Context: an optimization exercise on an open-source flow, tuned for small area, a short achievable clock period and few clock cycles. The choices shown serve that exercise and are no tape-out recipe. Where RTL was checked, it was by simulation tests only, not by an equivalence proof against the original.

==> inputs of v34 <==
// milestone1
module milestone1 (
	input  logic        CLOCK_50_I,
	input  logic        resetn,
	input  logic        ena,
	output logic        done,
	output logic [17:0] SRAM_address,
	output logic [15:0] SRAM_write_data,
	output logic        SRAM_we_n,
	input  logic [15:0] SRAM_read_data
);
==> flow/config.mk <==
export PLATFORM = sky130hd
export DESIGN_NAME = milestone1
export DESIGN_NICKNAME = milestone1
export VERILOG_FILES = /design/flow/design.v
export SDC_FILE = /design/flow/constraint.sdc
export NUM_CORES = 4
export LEC_CHECK = 0
export CAP_MARGIN = 20
export CORE_MARGIN = 2
export CORE_UTILIZATION = 40
export SLEW_MARGIN = 20
export SYNTH_HIERARCHICAL = 1
export SYNTH_MINIMUM_KEEP_SIZE = 0
==> flow/constraint.sdc <==
create_clock -name core_clock -period 12.0 [get_ports {CLOCK_50_I}]
set_input_delay 2.4000 -clock core_clock [delete_from_list [all_inputs] [get_ports {CLOCK_50_I}]]
set_output_delay 2.4000 -clock core_clock [all_outputs]
set_load 0.01 [all_outputs]
run.sh (not shown) runs the stock make flow with config.mk's settings and CLKGATE_MAP_FILE= SYNTH_SCRIPT=/design/flow/synth_recipe.tcl, a recipe that flattens the netlist after the stock synthesis.
==> inputs of v4, as changes to v34 <==
--- a/flow/design.v
+++ b/flow/design.v
@@ -4,24 +4,25 @@
 	input  logic        ena,
 	output logic        done,
 	output logic [17:0] SRAM_address,
 	output logic [15:0] SRAM_write_data,
 	output logic        SRAM_we_n,
 	input  logic [15:0] SRAM_read_data
 );
+logic        ena_q;        
 logic        we;           
 logic        run;          
 logic        wen;          
 logic [9:0]  ph;           
 logic [15:0] n;            
 logic [6:0]  q;            
 logic        q0, q1, q2;   
 logic [16:0] waddr;        
 logic start, act, finish;
-assign start  = ena & ~run & ~done;
+assign start  = ena_q & ~run & ~done;
 assign act    = run | start;
 assign finish = run & ph[9] & (n == 16'd19200);
 assign SRAM_we_n = ~we;
 logic k157, k159, k1;      
 logic k158, k0;            
 logic sh;                  
 logic fresh;               
@@ -1228,15 +1229,18 @@
 		n         <= 16'hFFFE;
 		q         <= 7'd79;
 		q0        <= 1'b0;
 		q1        <= 1'b0;
 		q2        <= 1'b0;
 		waddr     <= 17'h03E00;
 		we        <= 1'b0;
-	end else if (act) begin
+		ena_q     <= 1'b0;
+	end else begin
+		ena_q <= ena;
+		if (act) begin
 		ph <= {ph[8:0], ph[9]};
 		if (start)
 			run <= 1'b1;
 		if (ph[9]) begin
 			q  <= (q == 7'd79) ? 7'd0 : q + 7'd1;
 			q0 <= (q == 7'd79);
 			q1 <= q0;
@@ -1249,14 +1253,15 @@
 		we <= wen & (ph[2] | ph[3] | ph[4] | ph[6] | ph[7] | ph[8]);
 		if (wen & (ph[2] | ph[3] | ph[4] | ph[6] | ph[7] | ph[8]))
 			waddr <= waddr + 17'd1;
 		if (finish) begin
 			run  <= 1'b0;
 			done <= 1'b1;
 		end
+		end
 	end
 end
 always_ff @(posedge CLOCK_50_I) begin
 	k157    <= (ph[1] | ph[2]) & q0;
 	k159    <= (ph[1] | ph[2]) & q1;
 	k1      <= (ph[1] | ph[2]) & q2;
 	k158    <= (ph[7] | ph[8]) & q0;
==> flow/flow/run.sh (new file) <==
#!/bin/bash
# Layout flow: the standard layout (standard.sh, with config.mk's settings),
# asking its timing repairs for a larger setup margin so that they also speed up
# paths that already meet the 12 ns clock.  make's output goes to flow.log; each
# ORFS step keeps its own log under orfs/logs/.
set -euo pipefail
bash standard.sh SETUP_SLACK_MARGIN=8.5 finish > flow.log 2>&1
==> flow/standard.sh (new file) <==
#!/bin/bash
# synth_recipe.tcl (not shown) runs the flow's synth.tcl, then flattens the netlist and writes it again
# the make line also repeats each setting of config.mk as NAME=value (left out here)
make -C /OpenROAD-flow-scripts/flow DESIGN_CONFIG=/design/flow/config.mk WORK_HOME=/design/flow/orfs CLKGATE_MAP_FILE= SYNTH_SCRIPT=/design/flow/synth_recipe.tcl "${@:-finish}"
CORE_UTILIZATION = 60   (was 40)
CTS_CLUSTER_DIAMETER = 100   (was not set)
CTS_CLUSTER_SIZE = 25   (was not set)
PLACE_DENSITY = 0.7   (was not set)
removed: flow/run.sh
==> run notes <==
- In v4 the cell count is lower than in v34, by about 8%.
- Of v34 and v4, v4 has the higher non-clock buffer count (gap 56).
- Of v34 and v4, v4 has the higher maximum frequency (gap about 16%, measured against v4).
- Between v4 and v34, the lower synthesized cell count is in v34 (gap about 1.3%, measured against v34).
- In v4 the utilization is higher than in v34, by 21 points.
- Hold slack: v4 is higher than v34 (6.9 ps).
==> figures <==
| item | v34 | v4 |
|---|---|---|
| Post-CTS repair timing setup buffer count | 0 | 16 |
| Status | no timing/DRC/antenna violations | no timing/DRC/antenna violations |
| Multi-input combinational cell count | 1272 | 1290 |
| DR vias | 13690 | 14140 |
| Post-synthesis share of cell area spent on and, or, nand and nor gates | 7.385% | 7.183% |
| Global placement routability congestion | 0.9456 | 0.9599 |
| Critical register-to-register path startpoint | cv[4]$_DFFE_PP_ | cu[8]$_DFFE_PP_ |
| Most prevalent standard cell on the critical path | nand4_1 | fa_1 |
| Required time of the critical path | 12450 ps | 12420 ps |
| Number of ordinary and repair buffers in the finished layout | 59 | 115 |
| GRT Overall Usage | 17.83% | 27.06% |
| Number of nets at the end of the flow | 2427 | 2476 |
| Fraction of the yosys area taken by sequential cells | 40.67% | 40.50% |
| Sequential fraction of total cell area | 36.32% | 37.40% |
| Final clock-cell share | 5.507% | 2.524% |
| Die footprint | 59320 sq um | 40110 sq um |
Testbench counts of v4, summed over its fixed seeds: cycles 768,092.
No functional check of the RTL was part of v34.

==> what the ideal ports hide <==
No port has a modelled driver above. Below, the same layouts with a new extraction and two added sets of constraints. Step 1 assumes that a clkbuf_16 drives the clock port and a buf_2 every other input. Step 2, shift: input delay + t, output delay - t, t = (earliest + latest rising clock arrival at the registers) / 2. This alone moves slack from input paths to output paths. a / b / c = ideal / step 1 / step 2; a / b = the first two.
run	t, ns	setup slack, ns	hold WS [ns]	latest minus earliest clock arrival (ns)	worst data-port slew with drivers (ns)
v34	0.629	7.829 / 7.870 / 7.241	0.415 / 0.415 / 0.415	0.039 / 0.039	0.04
v4	0.607	8.485 / 8.444 / 8.428	0.422 / 0.422 / 0.422	0.038 / 0.037	0.04
After both steps every run listed still meets setup and hold. The setup slack of v34, which loses most, moves by +0.041 ns with the drivers and by -0.588 ns with both steps.
